Source: an optimization exercise on an open RTL-to-GDS flow (aim: small area and a short achievable clock period). Production flows keep margins and buffers that such runs may drop.
In this exercise RTL edits were held to simulation tests only and were not proved equivalent to the original.
Power and IR drop assume default switching activity.

==> run a <==
Design SingleCycleProcessor, start of the top module:
module  SingleCycleProcessor(DBtheRegVal, PC, DBtheReg, Instr, clk, reset);
	output  [31:0]  DBtheRegVal;
	output  [31:0]  PC;
	input   [3:0]   DBtheReg;
	input   [31:0]  Instr;
	input           clk, reset;
	reg     [31:0]  PC;
	reg     [31:0]  rf [0:14];
	reg     [14:0]  vld;
	reg     [31:0]  mem [0:7];
	reg             N, Z, C, V;
	wire    [3:0]   Rn = Instr[19:16];
	wire    [3:0]   Rd = Instr[15:12];
	wire    [3:0]   Rm = Instr[3:0];
	wire            RegWrite, MemWrite, PCSrc, MemtoReg, Branch, IsStr;
	wire            UseRegB, Sub, IsLogic, FlagNZ, FlagCV;
	wire    [1:0]   LogicOp;
	controlunit u1(.Instr(Instr), .Flags({N, Z, C, V}),
	               .RegWrite(RegWrite), .MemWrite(MemWrite), .PCSrc(PCSrc),
	               .MemtoReg(MemtoReg), .Branch(Branch), .IsStr(IsStr),
	               .UseRegB(UseRegB), .Sub(Sub), .IsLogic(IsLogic), .LogicOp(LogicOp),
	               .FlagNZ(FlagNZ), .FlagCV(FlagCV));
	wire    [28:0]  PCHiInc = PC[31:3] + 29'd1;
	wire    [31:0]  PCPlus8 = {PCHiInc, PC[2:0]};
	wire    [31:0]  PCPlus4 = PC[2] ? {PCHiInc, 1'b0, PC[1:0]} : {PC[31:3], 1'b1, PC[1:0]};
	wire    [15:0]  selA, selB, selD;
	wire            selImm = ~UseRegB & ~IsStr;
	genvar g;
	generate
		for (g = 0; g < 15; g = g + 1) begin : sel
			assign selA[g] = vld[g] & ~Branch & (Rn == g);
			assign selB[g] = vld[g] & ((IsStr & (Rd == g)) | (UseRegB & (Rm == g)));
			assign selD[g] = vld[g] & (DBtheReg == g);
		end
	endgenerate
	assign  selA[15] = Branch | (Rn == 4'd15);
	assign  selB[15] = (IsStr & (Rd == 4'd15)) | (UseRegB & (Rm == 4'd15));
	assign  selD[15] = (DBtheReg == 4'd15);
	wire    [31:0]  ExtImm;
  ...
Settings: LEC_CHECK=0, CAP_MARGIN=20, CORE_MARGIN=2, CORE_UTILIZATION=50, SETUP_SLACK_MARGIN=5, SLEW_MARGIN=20, SYNTH_HIERARCHICAL=1, TNS_END_PERCENT=0; clock period 10.0 ns.
run.sh (not shown) runs the stock make flow with config.mk's settings and CLKGATE_MAP_FILE= SYNTH_SCRIPT=/design/flow/synth_recipe.tcl, a recipe that flattens the netlist after the stock synthesis.
==> inputs of run b, as changes to run a <==
--- a/flow/design.v
+++ b/flow/design.v
@@ -19,54 +19,49 @@
 	               .RegWrite(RegWrite), .MemWrite(MemWrite), .PCSrc(PCSrc),
 	               .MemtoReg(MemtoReg), .Branch(Branch), .IsStr(IsStr),
 	               .UseRegB(UseRegB), .Sub(Sub), .IsLogic(IsLogic), .LogicOp(LogicOp),
 	               .FlagNZ(FlagNZ), .FlagCV(FlagCV));
 	wire    [28:0]  PCHiInc = PC[31:3] + 29'd1;
 	wire    [31:0]  PCPlus8 = {PCHiInc, PC[2:0]};
 	wire    [31:0]  PCPlus4 = PC[2] ? {PCHiInc, 1'b0, PC[1:0]} : {PC[31:3], 1'b1, PC[1:0]};
-	wire    [15:0]  selA, selB, selD;
-	wire            selImm = ~UseRegB & ~IsStr;
 	genvar g;
-	generate
-		for (g = 0; g < 15; g = g + 1) begin : sel
-			assign selA[g] = vld[g] & ~Branch & (Rn == g);
-			assign selB[g] = vld[g] & ((IsStr & (Rd == g)) | (UseRegB & (Rm == g)));
-			assign selD[g] = vld[g] & (DBtheReg == g);
-		end
-	endgenerate
-	assign  selA[15] = Branch | (Rn == 4'd15);
-	assign  selB[15] = (IsStr & (Rd == 4'd15)) | (UseRegB & (Rm == 4'd15));
-	assign  selD[15] = (DBtheReg == 4'd15);
+	wire    [15:0]  selA, selB, selD;
+	wire            selImm;
+	controlsel  u2(.Instr(Instr), .vld(vld), .DBtheReg(DBtheReg),
+	               .selA(selA), .selB(selB), .selD(selD), .selImm(selImm));
 	wire    [31:0]  ExtImm;
 	extend  u4(.ExtImm(ExtImm), .theData(Instr[23:0]), .ImmSrc(Instr[27:26]));
 	wire    [31:0]  SrcA, SrcB, RD2;
 	aor16   rda(.s(selA), .d0(rf[0]), .d1(rf[1]), .d2(rf[2]), .d3(rf[3]), .d4(rf[4]),
 	            .d5(rf[5]), .d6(rf[6]), .d7(rf[7]), .d8(rf[8]), .d9(rf[9]), .d10(rf[10]),
 	            .d11(rf[11]), .d12(rf[12]), .d13(rf[13]), .d14(rf[14]), .d15(PCPlus8), .y(SrcA));
-	aor16   rdb(.s(selB), .d0(rf[0]), .d1(rf[1]), .d2(rf[2]), .d3(rf[3]), .d4(rf[4]),
+	aor17   rdb(.s(selB), .d0(rf[0]), .d1(rf[1]), .d2(rf[2]), .d3(rf[3]), .d4(rf[4]),
 	            .d5(rf[5]), .d6(rf[6]), .d7(rf[7]), .d8(rf[8]), .d9(rf[9]), .d10(rf[10]),
-	            .d11(rf[11]), .d12(rf[12]), .d13(rf[13]), .d14(rf[14]), .d15(PCPlus8), .y(RD2));
-	assign  SrcB = RD2 | (ExtImm & {32{selImm}});
+	            .d11(rf[11]), .d12(rf[12]), .d13(rf[13]), .d14(rf[14]), .d15(PCPlus8),
+	            .si(selImm), .di(ExtImm), .y(SrcB));
+	assign  RD2 = SrcB;
 	aor16   rdd(.s(selD), .d0(rf[0]), .d1(rf[1]), .d2(rf[2]), .d3(rf[3]), .d4(rf[4]),
 	            .d5(rf[5]), .d6(rf[6]), .d7(rf[7]), .d8(rf[8]), .d9(rf[9]), .d10(rf[10]),
 	            .d11(rf[11]), .d12(rf[12]), .d13(rf[13]), .d14(rf[14]), .d15(PCPlus8), .y(DBtheRegVal));
 	wire    [31:0]  Sum, Logic;
 	wire    [3:0]   ALUFlags;
 	alu     u5(.Sum(Sum), .Logic(Logic), .ALUFlags(ALUFlags), .Sub(Sub),
 	           .IsLogic(IsLogic), .LogicOp(LogicOp), .SrcA(SrcA), .SrcB(SrcB));
 	wire    [7:0]   selM;
 	msel    ms(.a(SrcA[4:0]), .b(Instr[4:0]), .sel(selM));
 	wire    [31:0]  ReadData;
 	aor8    rdm(.s(selM), .d0(mem[0]), .d1(mem[1]), .d2(mem[2]), .d3(mem[3]),
 	            .d4(mem[4]), .d5(mem[5]), .d6(mem[6]), .d7(mem[7]), .y(ReadData));
-	wire            UseSum = ~MemtoReg & ~IsLogic;
-	wire    [31:0]  NotSum = MemtoReg ? ReadData : (Logic & {32{IsLogic}});
+	wire            uR = MemtoReg;
+	wire            uL = IsLogic;
+	wire            uS = ~MemtoReg & ~IsLogic;
 	wire    [31:0]  Result, PCNext;
-	ao21x32 resw(.y(Result), .a(Sum), .s(UseSum), .b(NotSum));
-	ao21x32 resp(.y(PCNext), .a(Sum), .s(UseSum & PCSrc), .b(PCSrc ? NotSum : PCPlus4));
+	sel3x32 resw(.y(Result), .a(Sum), .sa(uS), .b(ReadData), .sb(uR), .c(Logic), .sc(uL));
+	sel4x32 resp(.y(PCNext), .a(Sum), .sa(uS & PCSrc), .b(ReadData), .sb(uR & PCSrc),
+	             .c(Logic), .sc(uL & PCSrc), .d(PCPlus4), .sd(~PCSrc));
 	always @(posedge clk, posedge reset) begin
 		if (reset)
 			PC <= 32'b0;
 		else
 			PC <= PCNext;
 	end
 	wire    [14:0]  wen;
@@ -154,28 +149,99 @@
 	end
 	assign  FlagNZ   = FW1 & CondEx;
 	assign  FlagCV   = FW0 & CondEx;
 	assign  PCSrc    = ((RdIs15 & RegW) | Branch) & CondEx;
 	assign  RegWrite = RegW & ~(IsDP & NoWrite) & ~RdIs15 & CondEx;
 	assign  MemWrite = IsStr & CondEx;
 endmodule
+module controlsel(Instr, vld, DBtheReg, selA, selB, selD, selImm);
+	input   [31:0]  Instr;
+	input   [14:0]  vld;
+	input   [3:0]   DBtheReg;
+	output  [15:0]  selA, selB, selD;
+	output          selImm;
+	wire    [1:0]   Op = Instr[27:26];
+	wire            Branch  = Op[1] & ~Op[0];
+	wire            IsStr   = ~Op[1] & Op[0] & ~Instr[20];
+	wire            UseRegB = ~Op[1] & ~Op[0] & ~Instr[25];
+	assign          selImm  = ~(IsStr | UseRegB);
+	wire    [3:0]   loA, loAu, hiA, loD, hiD, loM, hiM, loX, hiX;
+	dec2q   p0(.a(Instr[17:16]), .q(~Branch), .y(loA));
+	dec2    p1(.a(Instr[17:16]), .y(loAu));
+	dec2    p2(.a(Instr[19:18]), .y(hiA));
+	dec2q   p3(.a(Instr[13:12]), .q(IsStr),   .y(loD));
+	dec2    p4(.a(Instr[15:14]), .y(hiD));
+	dec2q   p5(.a(Instr[1:0]),   .q(UseRegB), .y(loM));
+	dec2    p6(.a(Instr[3:2]), .y(hiM));
+	dec2    p7(.a(DBtheReg[1:0]), .y(loX));
+	dec2    p8(.a(DBtheReg[3:2]), .y(hiX));
+	genvar g;
+	generate
+		for (g = 0; g < 15; g = g + 1) begin : s
+			and3s  a(.y(selA[g]), .a(loA[g % 4]), .b(hiA[g / 4]), .c(vld[g]));
+			selb2  b(.y(selB[g]), .a(loD[g % 4]), .b(hiD[g / 4]), .c(loM[g % 4]), .d(hiM[g / 4]), .v(vld[g]));
+			and3s  d(.y(selD[g]), .a(loX[g % 4]), .b(hiX[g / 4]), .c(vld[g]));
+		end
+	endgenerate
+	assign  selA[15] = Branch | (loAu[3] & hiA[3]);
+	assign  selB[15] = (loD[3] & hiD[3]) | (loM[3] & hiM[3]);
+	assign  selD[15] = loX[3] & hiX[3];
+endmodule
+module dec2q(a, q, y);
+	input   [1:0]   a;
+	input           q;
+	output  [3:0]   y;
+	assign  y = {a[1] & a[0] & q, a[1] & ~a[0] & q, ~a[1] & a[0] & q, ~a[1] & ~a[0] & q};
+endmodule
+module and3s(y, a, b, c);
+	output  y;
+	input   a, b, c;
+	assign  y = a & b & c;
+endmodule
+module selb2(y, a, b, c, d, v);
+	output  y;
+	input   a, b, c, d, v;
+	assign  y = v & ((a & b) | (c & d));
+endmodule
+module dec2(a, y);
+	input   [1:0]   a;
+	output  [3:0]   y;
+	assign  y = {a[1] & a[0], a[1] & ~a[0], ~a[1] & a[0], ~a[1] & ~a[0]};
+endmodule
 module aor16(s, d0, d1, d2, d3, d4, d5, d6, d7, d8, d9, d10, d11, d12, d13, d14, d15, y);
 	input   [15:0]  s;
 	input   [31:0]  d0, d1, d2, d3, d4, d5, d6, d7, d8, d9, d10, d11, d12, d13, d14, d15;
 	output  [31:0]  y;
 	assign  y = ((d0  & {32{s[0]}})  | (d1  & {32{s[1]}}))  | ((d2  & {32{s[2]}})  | (d3  & {32{s[3]}}))
 	          | ((d4  & {32{s[4]}})  | (d5  & {32{s[5]}}))  | ((d6  & {32{s[6]}})  | (d7  & {32{s[7]}}))
 	          | ((d8  & {32{s[8]}})  | (d9  & {32{s[9]}}))  | ((d10 & {32{s[10]}}) | (d11 & {32{s[11]}}))
 	          | ((d12 & {32{s[12]}}) | (d13 & {32{s[13]}})) | ((d14 & {32{s[14]}}) | (d15 & {32{s[15]}}));
 endmodule
-module ao21x32(y, a, s, b);
+module sel3x32(y, a, sa, b, sb, c, sc);
+	output  [31:0]  y;
+	input   [31:0]  a, b, c;
+	input           sa, sb, sc;
+	assign  y = (a & {32{sa}}) | (b & {32{sb}}) | (c & {32{sc}});
+endmodule
+module sel4x32(y, a, sa, b, sb, c, sc, d, sd);
+	output  [31:0]  y;
+	input   [31:0]  a, b, c, d;
+	input           sa, sb, sc, sd;
+	assign  y = ((a & {32{sa}}) | (b & {32{sb}})) | ((c & {32{sc}}) | (d & {32{sd}}));
+endmodule
+module aor17(s, d0, d1, d2, d3, d4, d5, d6, d7, d8, d9, d10, d11, d12, d13, d14, d15, si, di, y);
+	input   [15:0]  s;
+	input           si;
+	input   [31:0]  d0, d1, d2, d3, d4, d5, d6, d7, d8, d9, d10, d11, d12, d13, d14, d15, di;
 	output  [31:0]  y;
-	input   [31:0]  a, b;
-	input           s;
-	assign  y = (a & {32{s}}) | b;
+	assign  y = ((d0  & {32{s[0]}})  | (d1  & {32{s[1]}}))  | ((d2  & {32{s[2]}})  | (d3  & {32{s[3]}}))
+	          | ((d4  & {32{s[4]}})  | (d5  & {32{s[5]}}))  | ((d6  & {32{s[6]}})  | (d7  & {32{s[7]}}))
+	          | ((d8  & {32{s[8]}})  | (d9  & {32{s[9]}}))  | ((d10 & {32{s[10]}}) | (d11 & {32{s[11]}}))
+	          | ((d12 & {32{s[12]}}) | (d13 & {32{s[13]}})) | ((d14 & {32{s[14]}}) | (d15 & {32{s[15]}}))
+	          | (di & {32{si}});
 endmodule
 module  extend(ExtImm, theData, ImmSrc);
 	output  [31:0]  ExtImm;
 	input   [23:0]  theData;
 	input   [1:0]   ImmSrc;
 	reg     [31:0]  ExtImm;
 	always  @(*) begin
@@ -889,22 +955,50 @@
 	output  [31:0]  y;
 	assign  y = ((d0 & {32{s[0]}}) | (d1 & {32{s[1]}})) | ((d2 & {32{s[2]}}) | (d3 & {32{s[3]}}))
 	          | ((d4 & {32{s[4]}}) | (d5 & {32{s[5]}})) | ((d6 & {32{s[6]}}) | (d7 & {32{s[7]}}));
 endmodule
 module msel(a, b, sel);
 	input   [4:0]   a, b;
 	output  [7:0]   sel;
-	wire            c2 = (a[1] & b[1]) | ((a[1] | b[1]) & a[0] & b[0]);
-	wire    [2:0]   b1 = b[4:2] + 3'd1;
-	reg     [7:0]   sel;
-	reg     [7:0]   t;
-	integer j, k;
-	always @(*) begin
-		for (j = 0; j < 8; j = j + 1)
-			t[j] = c2 ? (b1 == j) : (b[4:2] == j);
-		for (j = 0; j < 8; j = j + 1) begin
-			sel[j] = 1'b0;
-			for (k = 0; k < 8; k = k + 1)
-				sel[j] = sel[j] | ((a[4:2] == k) & t[(j - k) & 7]);
+	wire            c2;
+	wire    [7:0]   da, t0, t;
+	carry2  u0(.a(a[1:0]), .b(b[1:0]), .c(c2));
+	dec3    u1(.a(a[4:2]), .y(da));
+	dec3    u2(.a(b[4:2]), .y(t0));
+	rot1    u3(.t0(t0), .c(c2), .t(t));
+	xbar8   u4(.da(da), .t(t), .sel(sel));
+endmodule
+module carry2(a, b, c);
+	input   [1:0]   a, b;
+	output          c;
+	assign  c = (a[1] & b[1]) | ((a[1] | b[1]) & a[0] & b[0]);
+endmodule
+module dec3(a, y);
+	input   [2:0]   a;
+	output  [7:0]   y;
+	genvar k;
+	generate
+		for (k = 0; k < 8; k = k + 1) begin : d
+			assign y[k] = (a == k);
 		end
-	end
+	endgenerate
+endmodule
+module rot1(t0, c, t);
+	input   [7:0]   t0;
+	input           c;
+	output  [7:0]   t;
+	assign  t = c ? {t0[6:0], t0[7]} : t0;
+endmodule
+module xbar8(da, t, sel);
+	input   [7:0]   da, t;
+	output  [7:0]   sel;
+	genvar j, k;
+	generate
+		for (j = 0; j < 8; j = j + 1) begin : s
+			wire [7:0] p;
+			for (k = 0; k < 8; k = k + 1) begin : pk
+				assign p[k] = da[k] & t[(j - k) & 7];
+			end
+			assign sel[j] = |p;
+		end
+	endgenerate
 endmodule
==> flow/flow/run.sh (new file) <==
#!/bin/bash
# The standard layout (standard.sh) with two changes:
#  - plain buffers (sky130_fd_sc_hd__buf_2) on the ports instead of the
#    resizer's default choice (a delay cell);
#  - clock tree synthesis without dummy loads.
# The full output of the flow goes to standard_flow.log (ORFS's own per-step
# logs are under orfs/logs).
set -o pipefail
export BUFFER_PORTS_ARGS="-buffer_cell sky130_fd_sc_hd__buf_2"
export CTS_ARGS="-sink_clustering_enable -repair_clock_nets -dont_use_dummy_load"
bash standard.sh > standard_flow.log 2>&1
==> flow/standard.sh (new file) <==
#!/bin/bash
# synth_recipe.tcl (not shown) runs the flow's synth.tcl, then flattens the netlist and writes it again
# the make line also repeats each setting of config.mk as NAME=value (left out here)
make -C /OpenROAD-flow-scripts/flow DESIGN_CONFIG=/design/flow/config.mk WORK_HOME=/design/flow/orfs CLKGATE_MAP_FILE= SYNTH_SCRIPT=/design/flow/synth_recipe.tcl "${@:-finish}"
removed: flow/run.sh
==> comparison table <==
|  | run b | run a |
|---|---|---|
| Hold_sp | vld[9]$_DFF_PP0_ | vld[8]$_DFF_PP0_ |
| Global Route met2 Usage | 0.644 | 0.643 |
| HPWL after detailed placement | 116000 um | 121000 um |
| Nets | 3843 | 3916 |
| Required @ worst endpoint | 10.33 ns | 10.41 ns |
| Maximum achievable frequency | 0.149 GHz | 0.158 GHz |
| P_seq | 4230 uW | 4220 uW |
| WL per Instance | 41.6 um | 39.5 um |
| Layout Area Growth over Synthesis | 15.0% | 20.9% |
| Finished Core Util | 0.581 | 0.611 |
| Max stage delay on crit path | 1.06 ns | 0.49 ns |
| Result of the run | complete, no violations | complete, no violations |
| Clock-pin slew reported for the worst setup and hold paths after clock tree synthesis | 0.05 ns | 0.06 ns |
| DR pass1 iterations | 15 | 8 |
| Clock network power | 2690 uW | 3180 uW |
| Met3 Wirelength | 32400 um | 28500 um |
| Seq area share | 0.472 | 0.448 |
| Number of gates resized after CTS | 254 | 521 |
| Total routing resource utilization after global routing | 0.444 | 0.429 |
| Fraction of power consumed by combinational cells | 0.297 | 0.304 |
| Vias in the first global route | 36700 | 36400 |

==> separate check: timing with driven ports <==
Ports are ideal in the flow. The routed layouts listed here were re-timed in OpenROAD. Step 1 (the two cells are an assumption about what drives the block):
set clk [get_ports {clk}]
set_driving_cell -lib_cell sky130_fd_sc_hd__clkbuf_16 $clk
set_driving_cell -lib_cell sky130_fd_sc_hd__buf_2 [delete_from_list [all_inputs] $clk]
Step 2 times the ports against the registers' clock, not the clock port: input delays grow and output delays shrink by t, the midpoint of the rising clock arrivals with the driver on. Slacks: ideal ports / drivers / drivers and shift; pairs: ideal ports / drivers.
run	t (ns)	setup slack, ns	hold slack, ns	slew at the worst register clock pin (ns)
run a	0.760	3.683 / 3.733 / 2.973	0.555 / 0.555 / 0.555	0.07 / 0.07
run b	0.713	3.276 / 3.292 / 2.580	0.572 / 0.572 / 0.572	0.07 / 0.07
After both steps every run listed still meets setup and hold. For run a, which loses most, drivers alone change the setup slack by +0.050 ns; drivers and shift together by -0.710 ns.
